What follows belongs to an exercise in optimizing a design on an open flow for small area; a production flow would make more cautious choices. Function was checked by simulation only, so behaviour that the tests miss may differ from the original. No driver is modelled on the clock port, so clocking that relies on it looks cheaper here than on a real chip. No activity file was given, so power comes from the tool's default toggle rates.

== job 101 ==
Design median_filter, start of the top module:
module median_filter(
    input        clk,
    input  [7:0] i_data,
    input        en1,
    input        en2,
    output [7:0] o_med
    );
Size in the first run: roughly 390 cells after synthesis, ~90 flip-flops, about 19 I/O pins, about 0.0045 mm² of cells after synthesis.
Settings: LEC_CHECK=0, ABC_AREA=1, CAP_MARGIN=5, CORE_MARGIN=2, CORE_UTILIZATION=60, GPL_TIMING_DRIVEN=0, SLEW_MARGIN=5; clock period 10.0 ns.
standard.sh (not shown) runs the stock make flow with config.mk's settings and CLKGATE_MAP_FILE= SYNTH_SCRIPT=/design/flow/synth_recipe.tcl, a recipe that flattens the netlist after the stock synthesis.
==> flow/flow/run.sh <==
#!/bin/bash
# The standard layout, with these changes:
#  - synthesis maps the logic with several area-oriented ABC scripts (abc/)
#    and keeps the smallest result that is fast enough (see synth.tcl), and
#    leaves out the full/half adder extraction; every step that makes or
#    names registers is the standard one, so the registers are the same;
#  - the port buffers are the smallest buffer, sky130_fd_sc_hd__buf_1,
#    except en2's, which post_gpl.tcl makes a buf_4 (en2 has a large fanout);
#  - clock tree synthesis uses small clock buffers (clkbuf_4) and no dummy
#    loads; after it, post_cts.tcl upsizes each clock buffer whose flip-flop
#    clock pins would see a slow edge;
#  - timing repair sizes cells up but inserts no buffers
#    (SETUP_MOVE_SEQUENCE).
# Each step's full output is in orfs/logs/; make's output is in flow.log.
set -euo pipefail
W=$PWD
CTS="-sink_clustering_enable -repair_clock_nets -dont_use_dummy_load -root_buf sky130_fd_sc_hd__clkbuf_4 -buf_list sky130_fd_sc_hd__clkbuf_4"
sed -e "s#SYNTH_SCRIPT=[^ ]*#SYNTH_SCRIPT=$W/flow/synth.tcl ABC_SCRIPT_DIR=$W/flow/abc BUFFER_PORTS_ARGS=\"-buffer_cell sky130_fd_sc_hd__buf_1\"#" \
    standard.sh > my_standard.sh
export CTS_ARGS="$CTS"
export SETUP_MOVE_SEQUENCE=unbuffer,sizeup,swap
export ABC_MAX_DELAY_PS=6600
export POST_GLOBAL_PLACE_TCL=$W/flow/post_gpl.tcl
export POST_CTS_TCL=$W/flow/post_cts.tcl
export CLOCK_SLEW_UPSIZE_NS=0.110
bash my_standard.sh > flow.log 2>&1
==> flow/flow/synth.tcl <==
# synth_recipe.tcl, except for the ABC step and the adder extraction:
#  - full/half adder extraction is left out;
#  - the logic is mapped with each ABC script in ABC_SCRIPT_DIR (area
#    oriented, no delay target); of the mappings whose delay, as ABC's stime
#    estimates it, is at most ABC_MAX_DELAY_PS, the one with the smallest
#    cell area is kept (if none is, the fastest one).
# Every step that makes or names registers is the standard one.
proc synth {args} { yosys synth -nofsm -noshare {*}$args }
proc extract_fa {args} { puts "extract_fa skipped" }
proc abc {args} {
  set out {}
  set lib {}
  set skip 0
  set prev {}
  foreach a $args {
    if { $prev eq "-liberty" } { set lib $a }
    set prev $a
    if { $skip } { set skip 0; continue }
    if { $a eq "-script" || $a eq "-D" } { set skip 1; continue }
    lappend out $a
  }
  yosys design -save pre_abc
  set limit $::env(ABC_MAX_DELAY_PS)
  set best_area 1e30
  set best {}
  set fast_delay 1e30
  set fast {}
  foreach s [lsort [glob $::env(ABC_SCRIPT_DIR)/*.abc]] {
    yosys design -load pre_abc
    set log $::env(OBJECTS_DIR)/abc_try.log
    yosys tee -q -o $log abc -script $s {*}$out
    set fh [open $log r]
    set txt [read $fh]
    close $fh
    set delay 1e30
    foreach {m d} [regexp -all -inline {Delay\s*=\s*([0-9.]+)\s*ps} $txt] { set delay $d }
    set rpt $::env(OBJECTS_DIR)/abc_try.txt
    yosys tee -q -o $rpt stat -liberty $lib
    set fh [open $rpt r]
    set txt [read $fh]
    close $fh
    regexp {Chip area for module[^:]*:\s*([0-9.]+)} $txt -> area
    puts "ABC script [file tail $s]: area $area delay $delay ps"
    if { $delay <= $limit && $area < $best_area } {
      set best_area $area
      set best $s
      yosys design -save best_abc
    }
    if { $delay < $fast_delay } {
      set fast_delay $delay
      set fast $s
      yosys design -save fast_abc
    }
  }
  if { $best ne {} } {
    puts "ABC script kept: [file tail $best], area $best_area"
    yosys design -load best_abc
  } else {
    puts "ABC script kept (none within $limit ps): [file tail $fast], delay $fast_delay"
    yosys design -load fast_abc
  }
}
source $::env(SCRIPTS_DIR)/synth.tcl
# left out here: clear keep_hierarchy, flatten, clean up, hide names made inside functions, write 1_2_yosys.v
Other scripts of this flow, unchanged in this note and not shown: flow/flow/abc/s01.abc, flow/flow/abc/s02.abc, flow/flow/abc/s03.abc, flow/flow/abc/s04.abc, flow/flow/abc/s05.abc, flow/flow/abc/s06.abc, flow/flow/abc/s07.abc, flow/flow/abc/s08.abc, flow/flow/abc/s09.abc, flow/flow/abc/s10.abc, flow/flow/abc/s11.abc, flow/flow/abc/s12.abc, flow/flow/abc/s13.abc, flow/flow/abc/s14.abc, flow/flow/abc/s15.abc, flow/flow/abc/s16.abc, flow/flow/abc/s17.abc, flow/flow/abc/s18.abc, flow/flow/abc/s19.abc, flow/flow/post_cts.tcl, flow/flow/post_gpl.tcl
Input-level comparison between job 102 and job 101:
- CORE_UTILIZATION now 70, was 60
--- a/flow/flow/run.sh
+++ b/flow/flow/run.sh
@@ -21,3 +21,3 @@
 export SETUP_MOVE_SEQUENCE=unbuffer,sizeup,swap
-export ABC_MAX_DELAY_PS=6600
+export ABC_MAX_DELAY_PS=6300
 export POST_GLOBAL_PLACE_TCL=$W/flow/post_gpl.tcl
### Flow results
- Taking job 101 as the reference, in job 102 number of combinational gates with multiple inputs moved up; via density per instance increased by about 7% relative to the old numbers.
- The arrival time reported for the critical path endpoint of job 102 exceeds that of job 101 by 0.32 ns.
- Relative to job 101, job 102 degrades via count.
- Comparing job 101 and job 102, the higher power density of the placed cells is on job 102.
- Between job 101 and job 102, compound-cell area share of the yosys netlist is lower for job 102, job 101 comes in above that.
- When job 102 is measured against job 101, its met1 track demand over resource turns out 5.5 points higher.
- Higher fraction of area in registers among job 101 and job 102: job 101
- In the reports for job 101 and job 102, the larger multi-input combinational cell area belongs to job 102.

## re-timing with driven ports
The flow's constraints put no driver on any port. The routed layouts listed below were extracted and timed again, unchanged, in two steps.
Step 1 (the two cells are an assumption about what drives the block):
set clk [get_ports {clk}]
set_driving_cell -lib_cell sky130_fd_sc_hd__clkbuf_16 $clk
set_driving_cell -lib_cell sky130_fd_sc_hd__buf_2 [delete_from_list [all_inputs] $clk]
Step 2 also shifts input and output timing later by t, the mid clock arrival at the registers, as if the neighbouring blocks saw the same clock.
a / b / c = ideal / step 1 / step 2; a / b = the first two.
run | t, ns | setup slack, ns | hold slack, ns | latest minus earliest clock arrival (ns) | cell pins on the clock port's net
job 101 | 0.440 | 0.776 / 0.784 / 0.345 | 0.408 / 0.408 / 0.408 | 0.029 / 0.029 | 1
job 102 | 0.452 | 0.441 / 0.449 / -0.003 | 0.424 / 0.424 / 0.424 | 0.020 / 0.020 | 1
With both steps, setup timing fails in job 102, where it was met with ideal ports. The setup slack of job 102, which loses most, moves by +0.008 ns with the drivers and by -0.444 ns with both steps.
